Context: an optimization exercise on an open-source flow, tuned for small area. The choices shown serve that exercise and are no tape-out recipe.
In this exercise RTL edits were held to simulation tests only and were not proved equivalent to the original.

==> inputs of build 2 <==
==> flow/design.v <==
module AHB_MASTER(
    input             Hclk,
    input             Hresetn,
    input      [1:0]  Htrans,
    input      [31:0] Haddr,
    input      [31:0] Hwdata,
    input      [1:0]  Hburst,
    input             Hwrite, Hsel, Hready,
    input             ph,
    output reg [31:0] Haddr_temp,
    output reg [31:0] Hwdata_temp,
    output reg        valid,
    output reg        valid_n,
    output reg        Hwrite_temp
);
localparam [1:0] IDLE     = 2'b00;
localparam [1:0] BUSY     = 2'b01;
localparam [1:0] ADDRESS  = 2'b10;
localparam [1:0] TRANSFER = 2'b11;
reg [1:0]  present_state, next_state;
reg [1:0]  state_n;
reg [31:0] addr;
reg [31:0] data;
reg [3:0]  count, count_next;
always @(posedge Hclk) begin
    if (!Hresetn)
        addr <= 32'b0;
    else if (present_state[1])
        addr <= Haddr;
end
always @(posedge Hclk) begin
    if (!Hresetn) begin
        present_state <= IDLE;
        state_n       <= ~IDLE;
        count         <= 4'd0;
    end else begin
        present_state <= next_state;
        state_n       <= ~next_state;
        count         <= count_next;
    end
end
wire data_ld   = present_state[1];
wire data_hold = state_n[1];
wire wd_ld     = present_state[1] && (present_state[0] || Hburst == 2'b00);
wire wd_hold   = state_n[1] || (state_n[0] && Hburst != 2'b00);
always @(posedge Hclk) begin
    data        <= ~(({32{data_hold}} | (Hwdata ^ {32{ph}})) & ({32{data_ld}} | data));
    Hwdata_temp <= ~(({32{wd_hold}} | data) & ({32{wd_ld}} | Hwdata_temp));
end
wire active = Hsel && Htrans[1];
wire busy   = Hsel && (Htrans == 2'b01);
always @* begin
    count_next = count;
    case (present_state)
        IDLE:
            if (busy)                 next_state = BUSY;
            else if (active && Hready) next_state = ADDRESS;
            else                      next_state = IDLE;
        BUSY:
            if (Hsel && Htrans == 2'b10 && Hready) next_state = ADDRESS;
            else if (busy || !Hready)              next_state = BUSY;
            else                                   next_state = IDLE;
        ADDRESS:
            if (active && Hready)     next_state = TRANSFER;
            else if (busy || !Hready) next_state = BUSY;
            else                      next_state = IDLE;
        default:  
            if (!Hsel || Htrans == 2'b00)        next_state = IDLE;
            else if (Htrans == 2'b01 || !Hready) next_state = BUSY;
            else if (Hburst == 2'b00)            next_state = ADDRESS;
            else if (Hburst == 2'b01)            next_state = TRANSFER;
            else if (count <= {1'b0, Hburst[0], 2'b11}) begin
                next_state = TRANSFER;
                count_next = count + 1'b1;
            end else begin
                next_state = ADDRESS;
                count_next = 4'd0;
            end
    endcase
end
wire [31:0] limit = Haddr + {28'b0, Hburst[0], ~Hburst[0], 2'b00};
wire        below = Haddr_temp < limit;
always @(posedge Hclk) begin
    case (present_state)
        IDLE: begin
            valid   <= 1'b0;
            valid_n <= 1'b1;
        end
        BUSY: ;
        ADDRESS: begin
            Haddr_temp <= addr;
            if (Hburst == 2'b00)
                Hwrite_temp <= Hwrite;
        end
        default: begin  
            valid       <= 1'b1;
            valid_n     <= 1'b0;
            Hwrite_temp <= Hwrite;
            if (Hburst != 2'b00)
                Haddr_temp <= (Hburst == 2'b01 || below) ? Haddr_temp + 1'b1 : addr;
        end
    endcase
end
endmodule
module APB_SLAVE(
    input             Presetn,
    input             Pclk,
    input      [31:0] addr_temp,
    input      [31:0] data_temp,
    input             popped,
    input      [31:0] Prdata,
    input             transfer,
    input             Pready,
    output reg        Psel,
    output     [31:0] Paddr,
    output     [31:0] Pdata,
    output     [31:0] rdata_temp,
    output reg        Pwrite,
    output reg        Penable
);
localparam [1:0] idle   = 2'b00;
localparam [1:0] setup  = 2'b01;
localparam [1:0] enable = 2'b10;
reg [1:0]  present_state;
reg        rmode;
reg [31:0] a_reg, d_reg;
wire load = (present_state == enable) && transfer && Pready;
always @(posedge Pclk) begin
    if (!Presetn)
        present_state <= idle;
    else case (present_state)
        idle:    present_state <= transfer ? setup : idle;
        setup:   present_state <= enable;
        default: present_state <= !transfer ? idle : Pready ? setup : enable;
    endcase
end
always @(posedge Pclk) begin
    Psel    <= Presetn;
    Penable <= Presetn && (present_state == enable);
    if (!Presetn) begin
        Pwrite <= 1'b0;
        rmode  <= 1'b0;
    end else if (load) begin
        Pwrite <= popped;
        rmode  <= !popped;
    end
    if (!Presetn)
        a_reg <= 32'b0;
    else if (load)
        a_reg <= addr_temp & {32{popped}};
    if (load)
        d_reg <= popped ? data_temp : Prdata;
end
assign Paddr      = a_reg;
assign Pdata      = d_reg & {32{Pwrite}};
assign rdata_temp = d_reg & {32{rmode}};
endmodule
module FIFO_SYNC #(
    parameter WIDTH = 64,
    parameter DEPTH = 16,
    parameter AW    = 4
)(
    input                  clk,
    input                  rst,
    input      [WIDTH-1:0] din,
    input                  wr_en,
    input                  wr_hold,
    input                  rd_en,
    output reg [WIDTH-1:0] dout,
    output                 full,
    output                 empty
);
reg [AW:0] count;
assign empty = (count == 0);
assign full  = count[AW];
wire do_wr   = wr_en && !full;
wire wr_keep = wr_hold || full;
wire do_rd   = rd_en && !empty;
reg  [WIDTH-1:0] mem [0:DEPTH-1];
reg  [WIDTH-1:0] rd_data;
integer k;
always @(posedge clk)
    mem[0] <= ~(({WIDTH{wr_keep}} | din) & ({WIDTH{do_wr}} | mem[0]));
genvar i;
generate
for (i = 1; i < DEPTH; i = i + 1) begin : row
    always @(posedge clk)
        mem[i] <= ~(({WIDTH{wr_keep}} | mem[i-1]) & ({WIDTH{do_wr}} | mem[i]));
end
endgenerate
wire keep = !do_rd;
always @* begin
    rd_data = {WIDTH{keep}} & dout;
    for (k = 0; k < DEPTH; k = k + 1)
        rd_data = rd_data | ({WIDTH{do_rd && count == k + 1}} & mem[k]);
end
always @(posedge clk)
    dout <= ~rd_data;
always @(posedge clk) begin
    if (rst)
        count <= {(AW+1){1'b0}};
    else if (do_wr != do_rd)
        count <= do_wr ? count + 1'b1 : count - 1'b1;
end
endmodule
module FIFO_CONTROL(
    input         Hclk,
    input         Hresetn,
    input  [31:0] Haddr_temp,
    input  [31:0] Hwdata_temp,
    input         valid,
    input         valid_n,
    input         Hwrite_temp,
    input         Pready,
    input         ph,
    output [31:0] data_temp,
    output [31:0] addr_temp,
    output reg    popped,
    output        transfer,
    output        full
);
wire        empty;
wire        rd = transfer && Pready;
wire [63:0] dout;
FIFO_SYNC #(.WIDTH(64)) F (
    .clk(Hclk),
    .rst(!Hresetn),
    .din({Haddr_temp ^ {32{ph}}, Hwdata_temp}),
    .wr_en(valid && Hwrite_temp),
    .wr_hold(valid_n || !Hwrite_temp),
    .rd_en(rd),
    .dout(dout),
    .full(full),
    .empty(empty)
);
assign {addr_temp, data_temp} = dout ^ {64{ph}};
assign transfer = !empty;
always @(posedge Hclk)
    popped <= Hresetn && (popped || rd);
endmodule
module TOP_BRIDGE(
    input         Hclk, Hresetn,
    input  [1:0]  Htrans,
    input  [31:0] Haddr,
    input  [31:0] Hwdata,
    input  [1:0]  Hburst,
    input         Hwrite,
    input         Hsel,
    input         Pready,
    input  [31:0] Prdata,
    output        Psel,
    output [31:0] Paddr,
    output [31:0] Pdata,
    output [31:0] rdata_temp,
    output        Pwrite,
    output        Penable
);
wire [31:0] Haddr_temp, Hwdata_temp, data_temp, addr_temp;
wire        valid, valid_n, Hwrite_temp, popped, transfer, full;
reg ph;
always @(posedge Hclk)
    ph <= Hresetn && !ph;
AHB_MASTER AS (
    .Hclk(Hclk), .Hresetn(Hresetn), .Htrans(Htrans), .Haddr(Haddr),
    .Hwdata(Hwdata), .Hburst(Hburst), .Hwrite(Hwrite), .Hsel(Hsel),
    .Hready(!full), .ph(ph),
    .Haddr_temp(Haddr_temp), .Hwdata_temp(Hwdata_temp), .valid(valid), .valid_n(valid_n),
    .Hwrite_temp(Hwrite_temp)
);
FIFO_CONTROL FC (
    .Hclk(Hclk), .Hresetn(Hresetn), .Haddr_temp(Haddr_temp),
    .Hwdata_temp(Hwdata_temp), .valid(valid), .valid_n(valid_n), .Hwrite_temp(Hwrite_temp),
    .Pready(Pready), .ph(ph),
    .data_temp(data_temp), .addr_temp(addr_temp), .popped(popped),
    .transfer(transfer), .full(full)
);
APB_SLAVE AM (
    .Presetn(Hresetn), .Pclk(Hclk), .addr_temp(addr_temp),
    .data_temp(data_temp), .popped(popped), .Prdata(Prdata),
    .transfer(transfer), .Pready(Pready),
    .Psel(Psel), .Paddr(Paddr), .Pdata(Pdata), .rdata_temp(rdata_temp),
    .Pwrite(Pwrite), .Penable(Penable)
);
endmodule
==> flow/flow/run.sh <==
#!/bin/bash
# Standard layout with two changes: the port buffers are the smallest
# buffer, and the clock tree uses larger sink clusters and no dummy loads.
set -euo pipefail
export BUFFER_PORTS_ARGS="-buffer_cell sky130_fd_sc_hd__buf_1"
export CTS_ARGS="-sink_clustering_enable -repair_clock_nets -dont_use_dummy_load -buf_list sky130_fd_sc_hd__clkbuf_16 -sink_clustering_size 30 -sink_clustering_max_diameter 80"
bash standard.sh > standard.log 2>&1
==> flow/standard.sh <==
#!/bin/bash
# synth_recipe.tcl (not shown) runs the flow's synth.tcl, then flattens the netlist and writes it again
# the make line also repeats each setting of config.mk as NAME=value (left out here)
make -C /OpenROAD-flow-scripts/flow DESIGN_CONFIG=/design/flow/config.mk WORK_HOME=/design/flow/orfs CLKGATE_MAP_FILE= SYNTH_SCRIPT=/design/flow/synth_recipe.tcl "${@:-finish}"
==> flow/config.mk <==
export PLATFORM = sky130hd
export DESIGN_NAME = TOP_BRIDGE
export DESIGN_NICKNAME = TOP_BRIDGE
export VERILOG_FILES = /design/flow/design.v
export SDC_FILE = /design/flow/constraint.sdc
export NUM_CORES = 4
export LEC_CHECK = 0
export CAP_MARGIN = 0
export CORE_MARGIN = 2
export CORE_UTILIZATION = 35
export PLACE_DENSITY = 0.55
export SLEW_MARGIN = 0
==> flow/constraint.sdc <==
create_clock -name core_clock -period 5.0 [get_ports {Hclk}]
set_input_delay 1.0000 -clock core_clock [delete_from_list [all_inputs] [get_ports {Hclk}]]
set_output_delay 1.0000 -clock core_clock [all_outputs]
set_load 0.01 [all_outputs]
==> trial 15 (differences from build 2) <==
--- a/flow/design.v
+++ b/flow/design.v
@@ -7,5 +7,4 @@
     input      [1:0]  Hburst,
     input             Hwrite, Hsel, Hready,
-    input             ph,
     output reg [31:0] Haddr_temp,
     output reg [31:0] Hwdata_temp,
@@ -19,5 +18,4 @@
 localparam [1:0] TRANSFER = 2'b11;
 reg [1:0]  present_state, next_state;
-reg [1:0]  state_n;
 reg [31:0] addr;
 reg [31:0] data;
@@ -32,20 +30,13 @@
     if (!Hresetn) begin
         present_state <= IDLE;
-        state_n       <= ~IDLE;
         count         <= 4'd0;
     end else begin
         present_state <= next_state;
-        state_n       <= ~next_state;
         count         <= count_next;
     end
 end
-wire data_ld   = present_state[1];
-wire data_hold = state_n[1];
-wire wd_ld     = present_state[1] && (present_state[0] || Hburst == 2'b00);
-wire wd_hold   = state_n[1] || (state_n[0] && Hburst != 2'b00);
-always @(posedge Hclk) begin
-    data        <= ~(({32{data_hold}} | (Hwdata ^ {32{ph}})) & ({32{data_ld}} | data));
-    Hwdata_temp <= ~(({32{wd_hold}} | data) & ({32{wd_ld}} | Hwdata_temp));
-end
+always @(posedge Hclk)
+    if (present_state[1])
+        data <= Hwdata;
 wire active = Hsel && Htrans[1];
 wire busy   = Hsel && (Htrans == 2'b01);
@@ -79,6 +70,60 @@
     endcase
 end
-wire [31:0] limit = Haddr + {28'b0, Hburst[0], ~Hburst[0], 2'b00};
-wire        below = Haddr_temp < limit;
+wire [31:0] x = Haddr_temp ^ Haddr;
+wire [31:4] run;
+genvar b;
+generate
+for (b = 4; b < 32; b = b + 1) begin : runbit
+    assign run[b] = ~(x[b] ^ (x[b-1] & Haddr[b-1]));
+end
+endgenerate
+wire run_hi = &run;
+wire next8  = x[3] && run_hi;
+wire next4  = x[2] && !(x[3] ^ (x[2] & Haddr[2])) && run_hi;
+wire [31:0] g0, e0;
+generate
+for (b = 0; b < 32; b = b + 1) begin : leaf
+    if (b < 3) begin : pad
+        assign g0[b] = 1'b0;
+        assign e0[b] = 1'b1;
+    end else begin : cmp
+        assign g0[b] = Haddr_temp[b] & ~Haddr[b];
+        assign e0[b] = ~x[b];
+    end
+end
+endgenerate
+wire [15:0] g1, e1;
+wire [7:0]  g2, e2;
+wire [3:0]  g3, e3;
+wire [1:0]  g4, e4;
+generate
+for (b = 0; b < 16; b = b + 1) begin : l1
+    assign g1[b] = g0[2*b+1] | (e0[2*b+1] & g0[2*b]);
+    assign e1[b] = e0[2*b+1] & e0[2*b];
+end
+for (b = 0; b < 8; b = b + 1) begin : l2
+    assign g2[b] = g1[2*b+1] | (e1[2*b+1] & g1[2*b]);
+    assign e2[b] = e1[2*b+1] & e1[2*b];
+end
+for (b = 0; b < 4; b = b + 1) begin : l3
+    assign g3[b] = g2[2*b+1] | (e2[2*b+1] & g2[2*b]);
+    assign e3[b] = e2[2*b+1] & e2[2*b];
+end
+for (b = 0; b < 2; b = b + 1) begin : l4
+    assign g4[b] = g3[2*b+1] | (e3[2*b+1] & g3[2*b]);
+    assign e4[b] = e3[2*b+1] & e3[2*b];
+end
+endgenerate
+wire gt_hi = g4[1] | (e4[1] & g4[0]);
+wire eq_hi = e4[1] & e4[0];
+wire all1_8 = &Haddr[31:3];
+wire all1_4 = all1_8 && Haddr[2];
+wire le_8   = !gt_hi;
+wire le_4   = !gt_hi && (!eq_hi || !Haddr_temp[2] || Haddr[2]);
+wire lo_8   = Haddr_temp[2:0] < Haddr[2:0];
+wire lo_4   = Haddr_temp[1:0] < Haddr[1:0];
+wire below8 = (le_8 && !all1_8) || (next8 && lo_8);
+wire below4 = (le_4 && !all1_4) || (next4 && lo_4);
+wire below  = Hburst[0] ? below8 : below4;
 always @(posedge Hclk) begin
     case (present_state)
@@ -90,10 +135,13 @@
         ADDRESS: begin
             Haddr_temp <= addr;
-            if (Hburst == 2'b00)
+            if (Hburst == 2'b00) begin
+                Hwdata_temp <= data;
                 Hwrite_temp <= Hwrite;
+            end
         end
         default: begin  
             valid       <= 1'b1;
             valid_n     <= 1'b0;
+            Hwdata_temp <= data;
             Hwrite_temp <= Hwrite;
             if (Hburst != 2'b00)
@@ -226,5 +274,5 @@
     .clk(Hclk),
     .rst(!Hresetn),
-    .din({Haddr_temp ^ {32{ph}}, Hwdata_temp}),
+    .din({Haddr_temp, Hwdata_temp} ^ {64{ph}}),
     .wr_en(valid && Hwrite_temp),
     .wr_hold(valid_n || !Hwrite_temp),
@@ -264,5 +312,5 @@
     .Hclk(Hclk), .Hresetn(Hresetn), .Htrans(Htrans), .Haddr(Haddr),
     .Hwdata(Hwdata), .Hburst(Hburst), .Hwrite(Hwrite), .Hsel(Hsel),
-    .Hready(!full), .ph(ph),
+    .Hready(!full),
     .Haddr_temp(Haddr_temp), .Hwdata_temp(Hwdata_temp), .valid(valid), .valid_n(valid_n),
     .Hwrite_temp(Hwrite_temp)
==> flow/flow/run.sh (replaced) <==
#!/bin/bash
# The standard layout (standard.sh) with three changes:
# - synthesis is the standard flow's own script, except that Yosys's abc maps the
#   combinational logic with flow/area.abc, an area-oriented ABC script
#   (delay-relaxed &nf mapping); flip-flop mapping is unchanged, so the
#   registers are the standard synthesis's;
# - the port buffers are the smallest buffer;
# - after global routing, cells on paths with timing slack are downsized
#   (RECOVER_POWER=100);
# - the clock tree uses larger sink clusters (up to 25 flip-flops per leaf
#   buffer) and no dummy loads.
# Each tool's output goes to its log under orfs/logs; make's output goes to
# standard.log.
set -euo pipefail
W=$PWD
{
  echo "proc abc {args} {"
  echo "  set i [lsearch -exact \$args -script]"
  echo "  if {\$i >= 0} { lset args [expr {\$i + 1}] $W/flow/area.abc }"
  echo "  yosys abc {*}\$args"
  echo "}"
  cat synth_recipe.tcl
} > flow_synth.tcl
sed "s#SYNTH_SCRIPT=[^ ]*#SYNTH_SCRIPT=$W/flow_synth.tcl#" standard.sh > flow_standard.sh
grep -q "SYNTH_SCRIPT=$W/flow_synth.tcl" flow_standard.sh
export BUFFER_PORTS_ARGS="-buffer_cell sky130_fd_sc_hd__buf_1"
export RECOVER_POWER=100
export CTS_ARGS="-sink_clustering_enable -repair_clock_nets -dont_use_dummy_load -buf_list sky130_fd_sc_hd__clkbuf_16 -sink_clustering_size 25 -sink_clustering_max_diameter 100"
bash flow_standard.sh > standard.log 2>&1
==> flow/flow/area.abc (new file) <==
strash
dch
amap
&get -n
&st
&dch
&nf -R 1000 -p
&put
topo
stime -c
--- a/flow/config.mk
+++ b/flow/config.mk
@@ -7,6 +7,6 @@
 export LEC_CHECK = 0
 export CAP_MARGIN = 0
-export CORE_MARGIN = 2
-export CORE_UTILIZATION = 35
-export PLACE_DENSITY = 0.55
+export CORE_AREA = 2.3 2.72 373.98 372.64
+export DIE_AREA = 0 0 376.425 376.425
+export PLACE_DENSITY = 0.75
 export SLEW_MARGIN = 0
==> trial 13 (differences from build 2) <==
--- a/flow/design.v
+++ b/flow/design.v
@@ -7,5 +7,4 @@
     input      [1:0]  Hburst,
     input             Hwrite, Hsel, Hready,
-    input             ph,
     output reg [31:0] Haddr_temp,
     output reg [31:0] Hwdata_temp,
@@ -19,5 +18,4 @@
 localparam [1:0] TRANSFER = 2'b11;
 reg [1:0]  present_state, next_state;
-reg [1:0]  state_n;
 reg [31:0] addr;
 reg [31:0] data;
@@ -32,20 +30,13 @@
     if (!Hresetn) begin
         present_state <= IDLE;
-        state_n       <= ~IDLE;
         count         <= 4'd0;
     end else begin
         present_state <= next_state;
-        state_n       <= ~next_state;
         count         <= count_next;
     end
 end
-wire data_ld   = present_state[1];
-wire data_hold = state_n[1];
-wire wd_ld     = present_state[1] && (present_state[0] || Hburst == 2'b00);
-wire wd_hold   = state_n[1] || (state_n[0] && Hburst != 2'b00);
-always @(posedge Hclk) begin
-    data        <= ~(({32{data_hold}} | (Hwdata ^ {32{ph}})) & ({32{data_ld}} | data));
-    Hwdata_temp <= ~(({32{wd_hold}} | data) & ({32{wd_ld}} | Hwdata_temp));
-end
+always @(posedge Hclk)
+    if (present_state[1])
+        data <= Hwdata;
 wire active = Hsel && Htrans[1];
 wire busy   = Hsel && (Htrans == 2'b01);
@@ -79,6 +70,60 @@
     endcase
 end
-wire [31:0] limit = Haddr + {28'b0, Hburst[0], ~Hburst[0], 2'b00};
-wire        below = Haddr_temp < limit;
+wire [31:0] x = Haddr_temp ^ Haddr;
+wire [31:4] run;
+genvar b;
+generate
+for (b = 4; b < 32; b = b + 1) begin : runbit
+    assign run[b] = ~(x[b] ^ (x[b-1] & Haddr[b-1]));
+end
+endgenerate
+wire run_hi = &run;
+wire next8  = x[3] && run_hi;
+wire next4  = x[2] && !(x[3] ^ (x[2] & Haddr[2])) && run_hi;
+wire [31:0] g0, e0;
+generate
+for (b = 0; b < 32; b = b + 1) begin : leaf
+    if (b < 3) begin : pad
+        assign g0[b] = 1'b0;
+        assign e0[b] = 1'b1;
+    end else begin : cmp
+        assign g0[b] = Haddr_temp[b] & ~Haddr[b];
+        assign e0[b] = ~x[b];
+    end
+end
+endgenerate
+wire [15:0] g1, e1;
+wire [7:0]  g2, e2;
+wire [3:0]  g3, e3;
+wire [1:0]  g4, e4;
+generate
+for (b = 0; b < 16; b = b + 1) begin : l1
+    assign g1[b] = g0[2*b+1] | (e0[2*b+1] & g0[2*b]);
+    assign e1[b] = e0[2*b+1] & e0[2*b];
+end
+for (b = 0; b < 8; b = b + 1) begin : l2
+    assign g2[b] = g1[2*b+1] | (e1[2*b+1] & g1[2*b]);
+    assign e2[b] = e1[2*b+1] & e1[2*b];
+end
+for (b = 0; b < 4; b = b + 1) begin : l3
+    assign g3[b] = g2[2*b+1] | (e2[2*b+1] & g2[2*b]);
+    assign e3[b] = e2[2*b+1] & e2[2*b];
+end
+for (b = 0; b < 2; b = b + 1) begin : l4
+    assign g4[b] = g3[2*b+1] | (e3[2*b+1] & g3[2*b]);
+    assign e4[b] = e3[2*b+1] & e3[2*b];
+end
+endgenerate
+wire gt_hi = g4[1] | (e4[1] & g4[0]);
+wire eq_hi = e4[1] & e4[0];
+wire all1_8 = &Haddr[31:3];
+wire all1_4 = all1_8 && Haddr[2];
+wire le_8   = !gt_hi;
+wire le_4   = !gt_hi && (!eq_hi || !Haddr_temp[2] || Haddr[2]);
+wire lo_8   = Haddr_temp[2:0] < Haddr[2:0];
+wire lo_4   = Haddr_temp[1:0] < Haddr[1:0];
+wire below8 = (le_8 && !all1_8) || (next8 && lo_8);
+wire below4 = (le_4 && !all1_4) || (next4 && lo_4);
+wire below  = Hburst[0] ? below8 : below4;
 always @(posedge Hclk) begin
     case (present_state)
@@ -90,10 +135,13 @@
         ADDRESS: begin
             Haddr_temp <= addr;
-            if (Hburst == 2'b00)
+            if (Hburst == 2'b00) begin
+                Hwdata_temp <= data;
                 Hwrite_temp <= Hwrite;
+            end
         end
         default: begin  
             valid       <= 1'b1;
             valid_n     <= 1'b0;
+            Hwdata_temp <= data;
             Hwrite_temp <= Hwrite;
             if (Hburst != 2'b00)
@@ -226,5 +274,5 @@
     .clk(Hclk),
     .rst(!Hresetn),
-    .din({Haddr_temp ^ {32{ph}}, Hwdata_temp}),
+    .din({Haddr_temp, Hwdata_temp} ^ {64{ph}}),
     .wr_en(valid && Hwrite_temp),
     .wr_hold(valid_n || !Hwrite_temp),
@@ -264,5 +312,5 @@
     .Hclk(Hclk), .Hresetn(Hresetn), .Htrans(Htrans), .Haddr(Haddr),
     .Hwdata(Hwdata), .Hburst(Hburst), .Hwrite(Hwrite), .Hsel(Hsel),
-    .Hready(!full), .ph(ph),
+    .Hready(!full),
     .Haddr_temp(Haddr_temp), .Hwdata_temp(Hwdata_temp), .valid(valid), .valid_n(valid_n),
     .Hwrite_temp(Hwrite_temp)
==> flow/flow/run.sh (replaced) <==
#!/bin/bash
# The standard layout (standard.sh) with three changes:
# - synthesis is the standard flow's own script, except that Yosys's abc maps the
#   combinational logic with flow/area.abc, an area-oriented ABC script
#   (delay-relaxed &nf mapping); flip-flop mapping is unchanged, so the
#   registers are the standard synthesis's;
# - the port buffers are the smallest buffer;
# - the clock tree uses larger sink clusters (up to 25 flip-flops per leaf
#   buffer) and no dummy loads.
# Each tool's output goes to its log under orfs/logs; make's output goes to
# standard.log.
set -euo pipefail
W=$PWD
{
  echo "proc abc {args} {"
  echo "  set i [lsearch -exact \$args -script]"
  echo "  if {\$i >= 0} { lset args [expr {\$i + 1}] $W/flow/area.abc }"
  echo "  yosys abc {*}\$args"
  echo "}"
  cat synth_recipe.tcl
} > flow_synth.tcl
sed "s#SYNTH_SCRIPT=[^ ]*#SYNTH_SCRIPT=$W/flow_synth.tcl#" standard.sh > flow_standard.sh
grep -q "SYNTH_SCRIPT=$W/flow_synth.tcl" flow_standard.sh
export BUFFER_PORTS_ARGS="-buffer_cell sky130_fd_sc_hd__buf_1"
export CTS_ARGS="-sink_clustering_enable -repair_clock_nets -dont_use_dummy_load -buf_list sky130_fd_sc_hd__clkbuf_16 -sink_clustering_size 25 -sink_clustering_max_diameter 100"
bash flow_standard.sh > standard.log 2>&1
==> flow/flow/area.abc (new file) <==
strash
dch
amap
&get -n
&st
&dch
&nf -R 1000 -p
&put
topo
stime -c
--- a/flow/config.mk
+++ b/flow/config.mk
@@ -7,6 +7,6 @@
 export LEC_CHECK = 0
 export CAP_MARGIN = 0
-export CORE_MARGIN = 2
-export CORE_UTILIZATION = 35
-export PLACE_DENSITY = 0.55
+export CORE_AREA = 2.3 2.72 373.98 372.64
+export DIE_AREA = 0 0 376.425 376.425
+export PLACE_DENSITY = 0.88
 export SLEW_MARGIN = 0
==> notes <==
Count of clock-buffer cells in the layout, lowest first: build 2, trial 13, trial 15.
In flip-flop and latch count, trial 15 and trial 13 do not differ.
Critical path depth, lowest first: trial 15, trial 13, build 2.
Trial 13 completed with no timing, DRC or antenna violations. Build 2 ran to the end with no violations. Trial 15 completed, yet does not pass: max-capacitance violations, max-slew violations.
Utilization, highest first: build 2, trial 13, trial 15.
The lowest non-clock buffer count belongs to trial 13, the highest to build 2.
==> figures <==
| quantity | trial 15 | build 2 | trial 13 |
|---|---|---|---|
| Clock Sinks | 1,302 | 1,304 | 1,302 |
| Initial drt markers | 4,832 | 3,259 | 5,323 |
| Effective utilization at floorplan | 32.2% | 35.4% | 32.2% |
| Global routing met2 resource utilization | 26.5% | 31.4% | 26.8% |
| End of the worst register-to-register path | FC.F.dout[6] | FC.F.dout[6] | AS.Haddr_temp[11] |
| Final sequential cell count | 1,302 | 1,304 | 1,302 |
| Initial antenna violation count | 14 | 2 | 9 |
| FF-to-FF path depth | 10 | 9 | 14 |
| Start point of the worst min-delay path | FC.F.mem[10][37] | FC.F.mem[12][46] | AS.data[0] |
| Outcome | complete, but fails checks | finished clean | finished clean |
| Violated checks | max-capacitance violations, max-slew violations | - | - |
| Met1 layer usage reported by global route | 24.2% | 27.4% | 23.2% |
| Count of inverters other than clock inverters in the layout | 71 | 25 | 71 |

[what the ideal ports hide]
Ports are ideal in the flow. The routed layouts listed here were re-timed in OpenROAD. Step 1: set_driving_cell puts a clkbuf_16 on Hclk and a buf_2 on each other input, an assumption about the parent block. Step 2 times the ports against the registers' clock, not the clock port: input delays grow and output delays shrink by t, the midpoint of the rising clock arrivals with the driver on. Three values: no drivers, after step 1, after step 2; two values: the first two.
| run | shift t [ns] | setup WS [ns] | latest minus earliest clock arrival (ns) | worst data-port slew with drivers (ns) | pins driven straight from the clock port |
|---|---|---|---|---|---|
| build 2 | 0.717 | 0.718 / 0.718 / 0.002 | 0.153 / 0.153 | 0.10 | 1 |
| trial 15 | 0.749 | 0.506 / 0.506 / -0.186 | 0.102 / 0.102 | 0.16 | 1 |
| trial 13 | 0.731 | 0.857 / 0.785 / 0.054 | 0.114 / 0.114 | 0.17 | 1 |
The setup slack of trial 13, which loses most, moves by -0.072 ns with the drivers and by -0.803 ns with both steps.
